What follows belongs to an exercise in optimizing a design on an open flow for small area, a short achievable clock period and few clock cycles per item; a production flow would make more cautious choices.

Setup of main:
==> flow/design.v (excerpt) <==
module cc_block (
	input					i_clk, i_rstn,
	input					i_start,
	input			[255:0]	i_key,
	input			[95:0]	i_non,
	input			[31:0]	i_cnt,
	output	wire	[511:0]	o_stream,
	output	wire			o_done
);
==> module cc_block, before the edit <==
module cc_block (
	input					i_clk, i_rstn,
	input					i_start,
	input			[255:0]	i_key,
	input			[95:0]	i_non,
	input			[31:0]	i_cnt,
	output	wire	[511:0]	o_stream,
	output	wire			o_done
);
	localparam [127:0] SIGMA = {32'h6b206574, 32'h79622d32, 32'h3320646e, 32'h61707865};
	wire	[511:0]	w_init = {i_non, i_cnt, i_key, SIGMA};
	reg		[511:0]	r_x;		 
	reg				r_busy;
	reg		[5:0]	r_step;
	reg				r_done;
	wire			w_h = r_step[0];	 
	function automatic integer perm;
		input integer r, j;
		case (r)
			0: perm = (4 - j) % 4;
			1: perm = (5 - j) % 4;
			2: perm = (6 - j) % 4;
			default: perm = (7 - j) % 4;
		endcase
	endfunction
	function automatic [31:0] add_ks;
		input [31:0] x, y;
		reg [31:0] p, g, gg, pp, gn, pn;
		integer i, k;
		begin
			p = x ^ y; g = x & y; gg = g; pp = p;
			for (k = 1; k < 32; k = k * 2) begin
				gn = gg; pn = pp;
				for (i = k; i < 32; i = i + 1) begin
					gn[i] = gg[i] | (pp[i] & gg[i-k]);
					pn[i] = pp[i] & pp[i-k];
				end
				gg = gn; pp = pn;
			end
			add_ks = p ^ {gg[30:0], 1'b0};
		end
	endfunction
	wire	[511:0]	w_nx;
	genvar gj, gr;
	generate
		for (gj = 0; gj < 4; gj = gj + 1) begin : g_col
			wire [31:0] a = r_x[32*gj +: 32];
			wire [31:0] b = r_x[32*(4+gj) +: 32];
			wire [31:0] c = r_x[32*(8+gj) +: 32];
			wire [31:0] d = r_x[32*(12+gj) +: 32];
			wire [31:0] a1 = add_ks(a, b);
			wire [31:0] t  = d ^ a1;
			wire [31:0] t16 = {t[15:0], t[31:16]};
			wire [31:0] t8  = {t[23:0], t[31:24]};
			wire [31:0] d1 = w_h ? t8 : t16;
			wire [31:0] c1 = add_ks(c, d1);
			wire [31:0] u  = b ^ c1;
			wire [31:0] u12 = {u[19:0], u[31:20]};
			wire [31:0] u7  = {u[24:0], u[31:25]};
		end
		for (gr = 0; gr < 4; gr = gr + 1) begin : g_row
			for (gj = 0; gj < 4; gj = gj + 1) begin : g_pos
				localparam integer K = (gr == 0) ? (4 - gj) % 4 : (gr == 1) ? (5 - gj) % 4 :
									   (gr == 2) ? (6 - gj) % 4 : (7 - gj) % 4;
				wire [31:0] s0, s1;
				if (gr == 0) begin : g_a
					assign s0 = g_col[gj].a1; assign s1 = g_col[K].a1;
				end else if (gr == 1) begin : g_b
					assign s0 = g_col[gj].u12; assign s1 = g_col[K].u7;
				end else if (gr == 2) begin : g_c
					assign s0 = g_col[gj].c1; assign s1 = g_col[K].c1;
				end else begin : g_d
					assign s0 = g_col[gj].t16; assign s1 = g_col[K].t8;
				end
				assign w_nx[32*(4*gr+gj) +: 32] = w_h ? s1 : s0;
			end
		end
	endgenerate
	always @(posedge i_clk) begin
		if (i_start)
			r_x <= w_init;
		else
			r_x <= w_nx;
	end
	always @(posedge i_clk, negedge i_rstn) begin
		if (!i_rstn) begin
			r_busy	<= 1'b0;
			r_step	<= 6'd0;
			r_done	<= 1'b0;
		end
		else begin
			r_done	<= r_busy && (r_step == 6'd39);
			if (i_start) begin
				r_busy	<= 1'b1;
				r_step	<= 6'd0;
			end
			else if (r_busy) begin
				r_busy	<= (r_step != 6'd39);
				r_step	<= r_step + 6'd1;
			end
		end
	end
	function automatic [31:0] add_bk;
		input [31:0] x, y;
		reg [31:0] p, g, gg, pp;
		integer i, k;
		begin
			p = x ^ y; g = x & y; gg = g; pp = p;
			for (k = 1; k < 32; k = k * 2)
				for (i = 2*k - 1; i < 32; i = i + 2*k) begin
					gg[i] = gg[i] | (pp[i] & gg[i-k]);
					pp[i] = pp[i] & pp[i-k];
				end
			for (k = 8; k >= 1; k = k / 2)
				for (i = 3*k - 1; i < 32; i = i + 2*k) begin
					gg[i] = gg[i] | (pp[i] & gg[i-k]);
					pp[i] = pp[i] & pp[i-k];
				end
			add_bk = p ^ {gg[30:0], 1'b0};
		end
	endfunction
	function automatic [31:0] add_sk;
		input [31:0] x, y;
		reg [31:0] p, g, gg, pp, gn, pn;
		integer i, k;
		begin
			p = x ^ y; g = x & y; gg = g; pp = p;
			for (k = 1; k < 32; k = k * 2) begin
				gn = gg; pn = pp;
				for (i = 0; i < 32; i = i + 1)
					if ((i / k) % 2 == 1) begin
						gn[i] = gg[i] | (pp[i] & gg[(i/k)*k - 1]);
						pn[i] = pp[i] & pp[(i/k)*k - 1];
					end
				gg = gn; pp = pn;
			end
			add_sk = p ^ {gg[30:0], 1'b0};
		end
	endfunction
	genvar gw;
	generate
		for (gw = 0; gw < 16; gw = gw + 1) begin : g_out
			assign o_stream[32*gw +: 32] = add_sk(r_x[32*gw +: 32], w_init[32*gw +: 32]);
		end
	endgenerate
	assign o_done = r_done;
endmodule
export LEC_CHECK = 0
export ABC_AREA = 1
export CAP_MARGIN = 20
export CORE_MARGIN = 2
export CORE_UTILIZATION = 48
export PLACE_DENSITY = 0.7
export SETUP_SLACK_MARGIN = 0.5
export SLEW_MARGIN = 20
create_clock -name core_clock -period 5.5 [get_ports {i_clk}]
standard.sh (not shown) runs the stock make flow with config.mk's settings and CLKGATE_MAP_FILE= SYNTH_SCRIPT=/design/flow/synth_recipe.tcl, a recipe that flattens the netlist after the stock synthesis.
==> flow/flow/run.sh <==
#!/bin/bash
# Layout flow: the standard flow (standard.sh) with the input and output
# port buffers made from the library's smallest buffer instead of the delay
# cell the placer picks by default. Every port still gets its own buffer.
set -uo pipefail
cd "$(dirname "${BASH_SOURCE[0]}")/.."
bash standard.sh 'BUFFER_PORTS_ARGS=-buffer_cell sky130_fd_sc_hd__buf_1' finish > flow_standard.log 2>&1
--- input diff main..the feature branch ---
-- flow/design.v --
<<< main, line 24
		endcase
	endfunction
	function automatic [31:0] add_ks;
		input [31:0] x, y;
		reg [31:0] p, g, gg, pp, gn, pn;
		integer i, k;
		begin
			p = x ^ y; g = x & y; gg = g; pp = p;
			for (k = 1; k < 32; k = k * 2) begin
				gn = gg; pn = pp;
				for (i = k; i < 32; i = i + 1) begin
					gn[i] = gg[i] | (pp[i] & gg[i-k]);
					pn[i] = pp[i] & pp[i-k];
				end
				gg = gn; pp = pn;
			end
			add_ks = p ^ {gg[30:0], 1'b0};
		end
	endfunction
	wire	[511:0]	w_nx;
	genvar gj, gr;
>>> the feature branch, line 24
		endcase
	endfunction
	wire	[511:0]	w_nx;
	genvar gj, gr;
<<< main, line 49
			wire [31:0] c = r_x[32*(8+gj) +: 32];
			wire [31:0] d = r_x[32*(12+gj) +: 32];
			wire [31:0] a1 = add_ks(a, b);
			wire [31:0] t  = d ^ a1;
			wire [31:0] t16 = {t[15:0], t[31:16]};
			wire [31:0] t8  = {t[23:0], t[31:24]};
			wire [31:0] d1 = w_h ? t8 : t16;
			wire [31:0] c1 = add_ks(c, d1);
			wire [31:0] u  = b ^ c1;
			wire [31:0] u12 = {u[19:0], u[31:20]};
>>> the feature branch, line 32
			wire [31:0] c = r_x[32*(8+gj) +: 32];
			wire [31:0] d = r_x[32*(12+gj) +: 32];
			wire [31:0] a1 = a + b;
			wire [31:0] t  = d ^ a1;
			wire [31:0] t16 = {t[15:0], t[31:16]};
			wire [31:0] t8  = {t[23:0], t[31:24]};
			wire [31:0] d1 = w_h ? t8 : t16;
			wire [31:0] c1 = c + d1;
			wire [31:0] u  = b ^ c1;
			wire [31:0] u12 = {u[19:0], u[31:20]};
<<< main, line 120
		end
	endfunction
	function automatic [31:0] add_sk;
		input [31:0] x, y;
		reg [31:0] p, g, gg, pp, gn, pn;
		integer i, k;
		begin
			p = x ^ y; g = x & y; gg = g; pp = p;
			for (k = 1; k < 32; k = k * 2) begin
				gn = gg; pn = pp;
				for (i = 0; i < 32; i = i + 1)
					if ((i / k) % 2 == 1) begin
						gn[i] = gg[i] | (pp[i] & gg[(i/k)*k - 1]);
						pn[i] = pp[i] & pp[(i/k)*k - 1];
					end
				gg = gn; pp = pn;
			end
			add_sk = p ^ {gg[30:0], 1'b0};
		end
	endfunction
	genvar gw;
	generate
		for (gw = 0; gw < 16; gw = gw + 1) begin : g_out
			assign o_stream[32*gw +: 32] = add_sk(r_x[32*gw +: 32], w_init[32*gw +: 32]);
		end
	endgenerate
>>> the feature branch, line 103
		end
	endfunction
	genvar gw;
	generate
		for (gw = 0; gw < 16; gw = gw + 1) begin : g_out
			assign o_stream[32*gw +: 32] = add_bk(r_x[32*gw +: 32], w_init[32*gw +: 32]);
		end
	endgenerate
Results
The feature branch reports a lower total routed wirelength than main does. The fraction of area in registers number comes out higher for main vs the feature branch. Filler cell count (lower): the feature branch. Compared with main, in the feature branch ratio of final minimum period to clock period saw little to no change, maximum fanout along the worst path saw a decrease, part of the Yosys area used for sequential elements saw an increase. Status: worst setup slack parity (main, the feature branch). Going from main to the feature branch, the fraction of area in multi-input gates was found to have gone down by 0.77 points. The feature branch: all stages complete, timing, DRC and antenna checks passed. Area added between synthesis and finish for the feature branch is higher than for main. Detailed-router iteration count before antenna repair ends up higher on main. As far as number of sinks handled by clock tree synthesis goes, the feature branch and main are indistinguishable; the numbers are identical. main has a higher xor/xnor cell area share of the yosys netlist than the feature branch. For the share of the synthesized area in compound gates (AO/OA/AOI/OAI), the feature branch came in 2.0 points lower than main did.
No functional check of the RTL was part of any run of this note.

[what the ideal ports hide]
The results above use ideal ports. As a check the final layouts listed here were re-extracted and re-timed, cells and wires unchanged. Step 1, drivers: a clkbuf_16 drives i_clk and a buf_2 each remaining input, both assumed. Step 2 also shifts input and output timing later by t, the mid clock arrival at the registers, as if the neighbouring blocks saw the same clock. Three values: ideal, step 1, step 2; two values: the first two.
run	shift t [ns]	slack for setup (ns)	worst setup path after step 2	worst slew at a driven data input, ns	cell pins on the clock port's net
main	0.739	0.416 / 0.416 / 0.416	register to register	0.16	1
the feature branch	0.756	0.414 / 0.323 / 0.376	input to output	0.28	1
After both steps setup and hold are still met in every run listed. The setup slack of the feature branch, which loses most, moves by -0.091 ns with the drivers and by -0.038 ns with both steps.
